Source: an optimization exercise on an open RTL-to-GDS flow (aim: small area, a short achievable clock period and few clock cycles). Production flows keep margins and buffers that such runs may drop. Only simulation tests tie the RTL to the original design; equivalence was not proved. No activity file was given, so power comes from the tool's default toggle rates.

$ cat design/flow/design.v
`timescale 1ns / 1ps
module Register_File (
    input clk,
    input [4:0] i_rs1,
    input [4:0] i_rs2,
    output [32-1:0] o_data1,
    output [32-1:0] o_data2,
    input i_we,
    input [4:0] i_rd,
    input [32-1:0] i_wd
);
  reg [32-1:0] GPRs[31:1];
  assign o_data1 = (i_rs1 == 5'd0) ? 32'd0 : GPRs[i_rs1];
  assign o_data2 = (i_rs2 == 5'd0) ? 32'd0 : GPRs[i_rs2];
  always @(posedge clk) begin
    if (i_we) GPRs[i_rd] <= i_wd;
  end
endmodule
`timescale 1ns / 1ps
module Cpu (
    input clk,
    input rstn,
    output [32-1:0] pc,
    input [32-1:0] inst,
    input [32-1:0] pc_copy,
    output read_en,
    output [32-1:0] read_addr,
    input [32-1:0] read_data,
    output write_en,
    output [32-1:0] write_addr,
    output [32-1:0] write_data,
    output [1:0] write_len
);
  reg [31:2] pc_q;   
  reg dv;   
  reg e_valid, e_wait;
  reg [31:0] e_a, e_b, e_x;   
  reg [4:0] e_rd;
  reg e_wen, e_ld, e_st, e_br, e_jal, e_jalr, e_alt;
  reg [2:0] e_f3;
  reg e_fa, e_fb, e_fx;   
  reg m_wen, m_ld;
  reg [4:0] m_rd;
  reg [2:0] m_f3;
  reg [31:0] m_res;
  wire [31:0] sum = e_a + e_b;
  wire [32:0] dif = {1'b0, e_a} + {1'b0, ~e_b} + 33'd1;
  wire ltu = ~dif[32];
  wire lt = (e_a[31] ^ e_b[31]) ? e_a[31] : dif[31];
  wire eq = e_a == e_b;
  wire [4:0] sh = e_b[4:0];
  wire [31:0] sll = e_a << sh;
  wire [31:0] srx = $signed({e_alt & e_a[31], e_a}) >>> sh;
  reg [31:0] alu;
  always @(*) begin
    case (e_f3)
      3'b000: alu = e_alt ? dif[31:0] : sum;
      3'b001: alu = sll;
      3'b010: alu = {31'd0, lt};
      3'b011: alu = {31'd0, ltu};
      3'b100: alu = e_a ^ e_b;
      3'b101: alu = srx;
      3'b110: alu = e_a | e_b;
      default: alu = e_a & e_b;
    endcase
  end
  wire [31:0] e_res = e_jalr ? e_x : alu;
  wire e_go = e_valid & ~e_wait;
  wire cond = (e_f3[2] ? (e_f3[1] ? ltu : lt) : eq) ^ e_f3[0];
  wire taken = e_go & (e_jal | e_jalr | (e_br & cond));
  wire [31:2] target = e_jalr ? sum[31:2] : e_x[31:2];
  wire [31:2] pc_out = taken ? target : pc_q;
  assign pc = {pc_out, 2'b00};
  assign read_en = e_go & e_ld;
  assign read_addr = sum;
  assign write_en = e_go & e_st;
  assign write_addr = sum;
  assign write_data = e_x;
  assign write_len = e_f3[1:0];
  wire [31:0] ld_data = m_f3[1] ? read_data :
                        m_f3[0] ? {{16{~m_f3[2] & read_data[15]}}, read_data[15:0]} :
                                  {{24{~m_f3[2] & read_data[7]}}, read_data[7:0]};
  wire [31:0] wb_data = m_ld ? ld_data : m_res;
  wire [4:0] op = inst[6:2];
  wire d_lui = op == 5'b01101;
  wire d_auipc = op == 5'b00101;
  wire d_jal = op == 5'b11011;
  wire d_jalr = op == 5'b11001;
  wire d_br = op == 5'b11000;
  wire d_ld = op == 5'b00000;
  wire d_st = op == 5'b01000;
  wire d_opi = op == 5'b00100;
  wire d_op = op == 5'b01100;
  wire [4:0] rs1 = inst[19:15];
  wire [4:0] rs2 = inst[24:20];
  wire [4:0] rd = inst[11:7];
  wire [2:0] f3 = inst[14:12];
  wire [31:0] imm_i = {{20{inst[31]}}, inst[31:20]};
  wire [31:0] imm_s = {{20{inst[31]}}, inst[31:25], inst[11:7]};
  wire [31:0] imm_b = {{20{inst[31]}}, inst[7], inst[30:25], inst[11:8], 1'b0};
  wire [31:0] imm_u = {inst[31:12], 12'd0};
  wire [31:0] imm_j = {{12{inst[31]}}, inst[19:12], inst[20], inst[30:21], 1'b0};
  wire [31:0] pc_imm = pc_copy + (d_br ? imm_b : d_jal ? imm_j : imm_u);
  wire [31:0] pc_4 = pc_copy + 32'd4;
  wire use_rs1 = ~(d_lui | d_auipc | d_jal);
  wire use_rs2 = d_op | d_br | d_st;
  wire d_wen = (rd != 5'd0) & ~(d_br | d_st);
  wire [31:0] rf1, rf2;
  wire e_fwd = e_go & e_wen & ~e_ld;
  wire [31:0] v1 = (e_fwd && e_rd == rs1) ? e_res : (m_wen && m_rd == rs1) ? wb_data : rf1;
  wire [31:0] v2 = (e_fwd && e_rd == rs2) ? e_res : (m_wen && m_rd == rs2) ? wb_data : rf2;
  wire lu1 = use_rs1 & (rs1 == e_rd);
  wire lu2 = use_rs2 & (rs2 == e_rd);
  wire lu = e_go & e_ld & e_wen & (lu1 | lu2);
  wire [31:0] a_n = d_auipc ? pc_imm : d_jal ? pc_4 : d_lui ? 32'd0 : v1;
  wire [31:0] b_n = (d_op | d_br) ? v2 : d_st ? imm_s : d_lui ? imm_u : (d_jal | d_auipc) ? 32'd0 : imm_i;
  wire [31:0] x_n = d_st ? v2 : d_jalr ? pc_4 : pc_imm;
  wire d_take = dv & ~taken;   
  Register_File register_file_inst (
      .clk(clk),
      .i_rs1(rs1),
      .i_rs2(rs2),
      .o_data1(rf1),
      .o_data2(rf2),
      .i_we(m_wen),
      .i_rd(m_rd),
      .i_wd(wb_data)
  );
  always @(posedge clk or negedge rstn) begin
    if (!rstn) begin
      pc_q <= 30'd0;
      dv <= 1'b0;
      e_valid <= 1'b0;
      e_wait <= 1'b0;
      m_wen <= 1'b0;
    end else begin
      dv <= 1'b1;
      pc_q <= (lu & dv) ? pc_q : pc_out + 30'd1;
      if (!e_wait) begin
        e_valid <= d_take;
        e_wait <= d_take & lu;
      end else begin
        e_wait <= 1'b0;
      end
      m_wen <= e_go & e_wen;
    end
  end
  always @(posedge clk) begin
    if (e_wait) begin
      if (e_fa) e_a <= ld_data;
      if (e_fb) e_b <= ld_data;
      if (e_fx) e_x <= ld_data;
    end else begin
      e_a <= a_n;
      e_b <= b_n;
      e_x <= x_n;
      e_rd <= rd;
      e_wen <= d_wen & (d_lui | d_auipc | d_jal | d_jalr | d_ld | d_opi | d_op);
      e_ld <= d_ld;
      e_st <= d_st;
      e_br <= d_br;
      e_jal <= d_jal;
      e_jalr <= d_jalr;
      e_f3 <= (d_op | d_opi | d_br | d_ld | d_st) ? f3 : 3'b000;
      e_alt <= inst[30] & (d_op | (d_opi & f3 == 3'b101));
      e_fa <= lu1;
      e_fb <= lu2 & ~d_st;
      e_fx <= lu2 & d_st;
    end
    m_rd <= e_rd;
    m_ld <= e_ld;
    m_f3 <= e_f3;
    m_res <= e_res;
  end
endmodule
$ cat design/flow/run.sh
#!/bin/bash
# synth_recipe.tcl (not shown) runs the flow's synth.tcl, then flattens the netlist and writes it again
# the make line also repeats each setting of config.mk as NAME=value (left out here)
make -C /OpenROAD-flow-scripts/flow DESIGN_CONFIG=/design/flow/config.mk WORK_HOME=/design/flow/orfs CLKGATE_MAP_FILE= SYNTH_SCRIPT=/design/flow/synth_recipe.tcl finish
$ cat design/flow/config.mk
export PLATFORM = sky130hd
export DESIGN_NAME = Cpu
export DESIGN_NICKNAME = Cpu
export VERILOG_FILES = /design/flow/design.v
export SDC_FILE = /design/flow/constraint.sdc
export NUM_CORES = 4
export LEC_CHECK = 0
export CAP_MARGIN = 20
export CORE_MARGIN = 2
export CORE_UTILIZATION = 40
export SLEW_MARGIN = 20
$ cat design/flow/constraint.sdc
create_clock -name core_clock -period 8.0 [get_ports {clk}]
set_input_delay 1.6000 -clock core_clock [delete_from_list [all_inputs] [get_ports {clk}]]
set_output_delay 1.6000 -clock core_clock [all_outputs]
set_load 0.01 [all_outputs]
==> flow_summary.toml <==
[die]
die_area_um2 = 177000
die-width_um = 421
num_rows = 153
initial_core_util_pct = 40.1
die_y_um = 421
io_pins = 230
core_area_um2 = 173000

[sta]
slew_viol_final = 0
rsz0062_at_grt = "true"
clock_skew_ns = 0.0354
finalWorstSetupSlack_ns = 0.0539
max_freq_mhz = 126
setup_violations = 0
worstMarginPinSlew_ns = 1.23
timing.final.crit_share_pct = 99.3
maxSlewHeadroom_pct = 17.7
fin_hold_ws_ns = 0.423
hold_viol = 0
setup_tns_ns = 0
fin_crit_ns = 7.95

[finish]
nets = 5562
drive_above_1_share_pct = 21.9
syn_to_final_growth_pct = 14.2
fill_cells = 15319
fin_cells = 7765

[drt]
avgViaCountPerCell = 6.54
drt_first_pass_iters = 8
drt-initial-drc-count = 6880
routed_wl_um = 275000
num_vias = 50819
drc = 0
routedWlPerCell_um = 35.4
ant_nets = 0

[critical_path]
endpoint_kind = "output port"
crit_top_cell = "nor2_1"
start_kind = "flop"
r2r_cells = 28
r2r_slack_ns = 1.11
cp_slowest_cell = "clkdlybuf4s50_1"
crit_fanout = 10
crit_required_ns = 6.40
timing.rr.start = "e_b[1]"
max_stage_delay_ns = 0.53
path_class = "reg2out"
cp_cell_sequence = "inv_2 > ha_1 > o21ba_2 > or4_4 > a21oi_2 > o311a_1 > or3_1 > nand4_1 > a31oi_2 > a21oi_1 > nor2_1 > nor2_1 > fa_2 > nand3b_1 > o21ai_4 > a211oi_4 > buf_4 > a21o_2 > mux2_2 > clkdlybuf4s50_1"
timing.rr.end = "pc_q[24]"
crit_family = "compound AO/OA/AOI/OAI gates"
crit_buf_inv = 3
cp_data_arrival_time_ns = 6.35

[worst_hold_path]
hold_start = "e_rd[4]"
worstHoldEndpoint = "m_rd[4]"
hold-path-cell-count = 0
hold_path_class = "reg2reg"

[clock_tree]
clock-sinks = 1181
cts-buffers-inserted = 133
cts_tree = "done"
root_buffer = "clkbuf_16"
clkLatencyLatePin_ns = 0.80
clockBufferDepth = 3
clk_pin_slew_ns = 0.06
h-tree-depth = 4

[logic_synthesis]
synth_edf_count = 1106
synthCells = 5193
syn_avg_cell_area_um2 = 13.4
synth-warning-count = 2
ys_ff_latch = 1181
ys.flop_type = "edfxtp_1"
synth_area_um2 = 69600
synth-seq-area-share_pct = 50.1
synthDistinctLibCells = 106
ys_async_sr_fraction_pct = 2.88

[pwr]
leakagePower_nw = 27.2
p_total_mw = 19.6
peakVddDrop_mv = 0.241
power.density_nw_per_um2 = 247

[global_routing]
grt_pass1_wl_um = 383000
track_usage_pct = 30.5
antenna_found_initial = 10
grt_remaining_overflow = 0
grt_max_degree = 113
first_global_vias = 49170

[place]
place_congestion = 1.08
dp.final_hpwl_um = 185000
place_ws_ns = 0.468
dp.cells = 7512
io_buffers = 225

[job]
drv_cap = 0

[run_status]
status = "finished clean"
[area by class of cell]
type	instances	area, um^2	share of cell area, %
well taps	2325	2910	3.66
clock buffers	174	3600	4.53
clock inverters	66	772	0.972
inverters	165	619	0.780
multi-input cells	3426	32800	41.2
diodes	4	10.0	0.0126
repair buffers	424	3900	4.91
flip-flops and latches	1181	34900	43.9
[metal layers]
layer | part of all wire [%] | global-route usage, %
met1 | 35 | 37.2
met2 | 47 | 48.1
met3 | 9.5 | 6.77
met5 | 0.014 | 0
met4 | 8.4 | 21.5
[worst max-delay path by stage]
stage	cells after the start	endpoint	slack, ns	from
2_1_floorplan	33	pc_q[24]	0.75	e_b[3]
3_5_place_dp	21	pc[8]	0.47	e_b[1]
3_3_place_gp	21	pc[8]	0.40	e_b[1]
6_report	20	pc[11]	0.05	e_b[1]
4_1_cts	21	pc[21]	0.02	e_b[1]
5_1_grt	20	pc[30]	-0.02	e_b[1]
[report_power, final]
| group | total (mW) | internal [mW] | leakage (nW) | switching (mW) |
|---|---|---|---|---|
| clock | 6.23 | 3.59 | 2.11 | 2.64 |
| sequential | 7.92 | 7.65 | 10.9 | 0.277 |
| combinational | 5.50 | 1.96 | 14.1 | 3.54 |
[synthesized netlist by cell type (58+ instances only)]
cell	n	area [um^2]
ha_1	129	1610
buf_1	81	304
o211ai_1	59	443
nand3_1	88	440
clkbuf_1	248	931
mux2i_1	220	2200
nand2_1	328	1230
xnor2_1	71	622
nor3_1	58	290
o21ai_0	251	1260
xor2_1	65	569
a21oi_1	345	1730
inv_1	157	589
mux4_2	625	14100
nor2_1	392	1470
edfxtp_1	1106	33200
[flip-flops by register name, indices dropped and copies added, names as in the netlist, 3 cells and up]
name / cells
m_res: 32
pc_q: 30
m_f3: 3
e_rd: 5
e_f3: 3
e_b: 32
e_a: 32
register_file_inst.GPRs: 992
m_rd: 5
e_x: 32
[cell families (layout without fill, tap and decap cells)]
kind of cell / after synthesis / after routing / share of synthesized area (%)
and+or+nand+nor: 1107 / 1107 / 7.31
adders and majority gates: 133 / 133 / 2.43
other: 2 / 7 / 0.0108
xor gates and xnor gates: 136 / 136 / 1.71
muxes: 875 / 875 / 23.9
AOI/OAI and AO/OA: 1169 / 1172 / 10.9
DFF: 1181 / 1181 / 50.1
buffers and inverters: 590 / 829 / 3.55
[worst register-to-register path, delay by kind of cell, from the launching register on]
| kind | cells | cell delay, ns |
|---|---|---|
| and+or+nand+nor | 10 | 1.87 |
| xor gates and xnor gates | 1 | 0.15 |
| adders and majority gates | 3 | 1.10 |
| DFF | 1 | 0.49 |
| AOI/OAI and AO/OA | 11 | 2.59 |
| buffers and inverters | 2 | 0.34 |
| muxes | 1 | 0.26 |
[through the flow]
| stage | instance area, um^2 | utilization, % |
|---|---|---|
| detailed placement | 74800 | 43.1 |
| floorplan | 69600 | - |
| global placement | 74800 | 43.1 |
| CTS | 79300 | 45.7 |
| finish | 79400 | 45.8 |
| global route | 79400 | 45.8 |
[what timing repair did]
item	4_1_cts	5_1_grt
gates resized for setup	5	10
gates cloned	2	1
hold buffers	0	0
setup buffers	2	3
pin swaps	1	4
setup endpoints to repair	29	19
[cells in the final DEF, fill, tap and decap left out, drive strengths merged, types with 16 or more instances in the layout]
cell / synthesis / final
nor2b: 25 / 25
a211oi: 42 / 42
or2: 16 / 16
nand4: 29 / 29
clkbuf: 248 / 174
and2: 20 / 20
o31ai: 29 / 29
a31oi: 46 / 46
and3: 28 / 28
xnor2: 71 / 71
ha: 129 / 129
o21ai: 265 / 265
a21o: 57 / 59
nor3: 59 / 59
o221ai: 55 / 55
o21a: 21 / 21
mux2i: 223 / 223
dfrtp: 34 / 34
buf: 177 / 210
mux2: 27 / 27
mux4: 625 / 625
o211ai: 59 / 59
a21oi: 347 / 348
edfxtp: 1106 / 1106
dfxtp: 41 / 41
a221oi: 22 / 22
nor2: 392 / 392
a22o: 34 / 34
nand2: 328 / 328
o22ai: 29 / 29
or3: 33 / 33
nand2b: 33 / 33
xor2: 65 / 65
inv: 160 / 170
clkdlybuf4s50: 0 / 214
clkinv: 5 / 44
nand3: 88 / 88
Testbench counts, summed over its fixed seeds: cycles 32,254.

separate check: timing with driven ports:
In the flow no input, the clock included, has a driving cell. The finished layout below was timed again as built, in two steps.
Step 1 assumes that a clkbuf_16 drives the clock port and a buf_2 every other input.
Step 2 times the ports against the registers' clock, not the clock port: input delays grow and output delays shrink by t, the midpoint of the rising clock arrivals with the driver on.
Three values: no drivers, after step 1, after step 2; two values: the first two.
t (ns): 0.865
setup WS [ns]: 0.054 / -0.028 / 0.642
worst setup path at the end: input to register
After both steps this run still meets setup and hold. For this run, drivers alone change the setup slack by -0.082 ns; drivers and shift together by +0.588 ns.
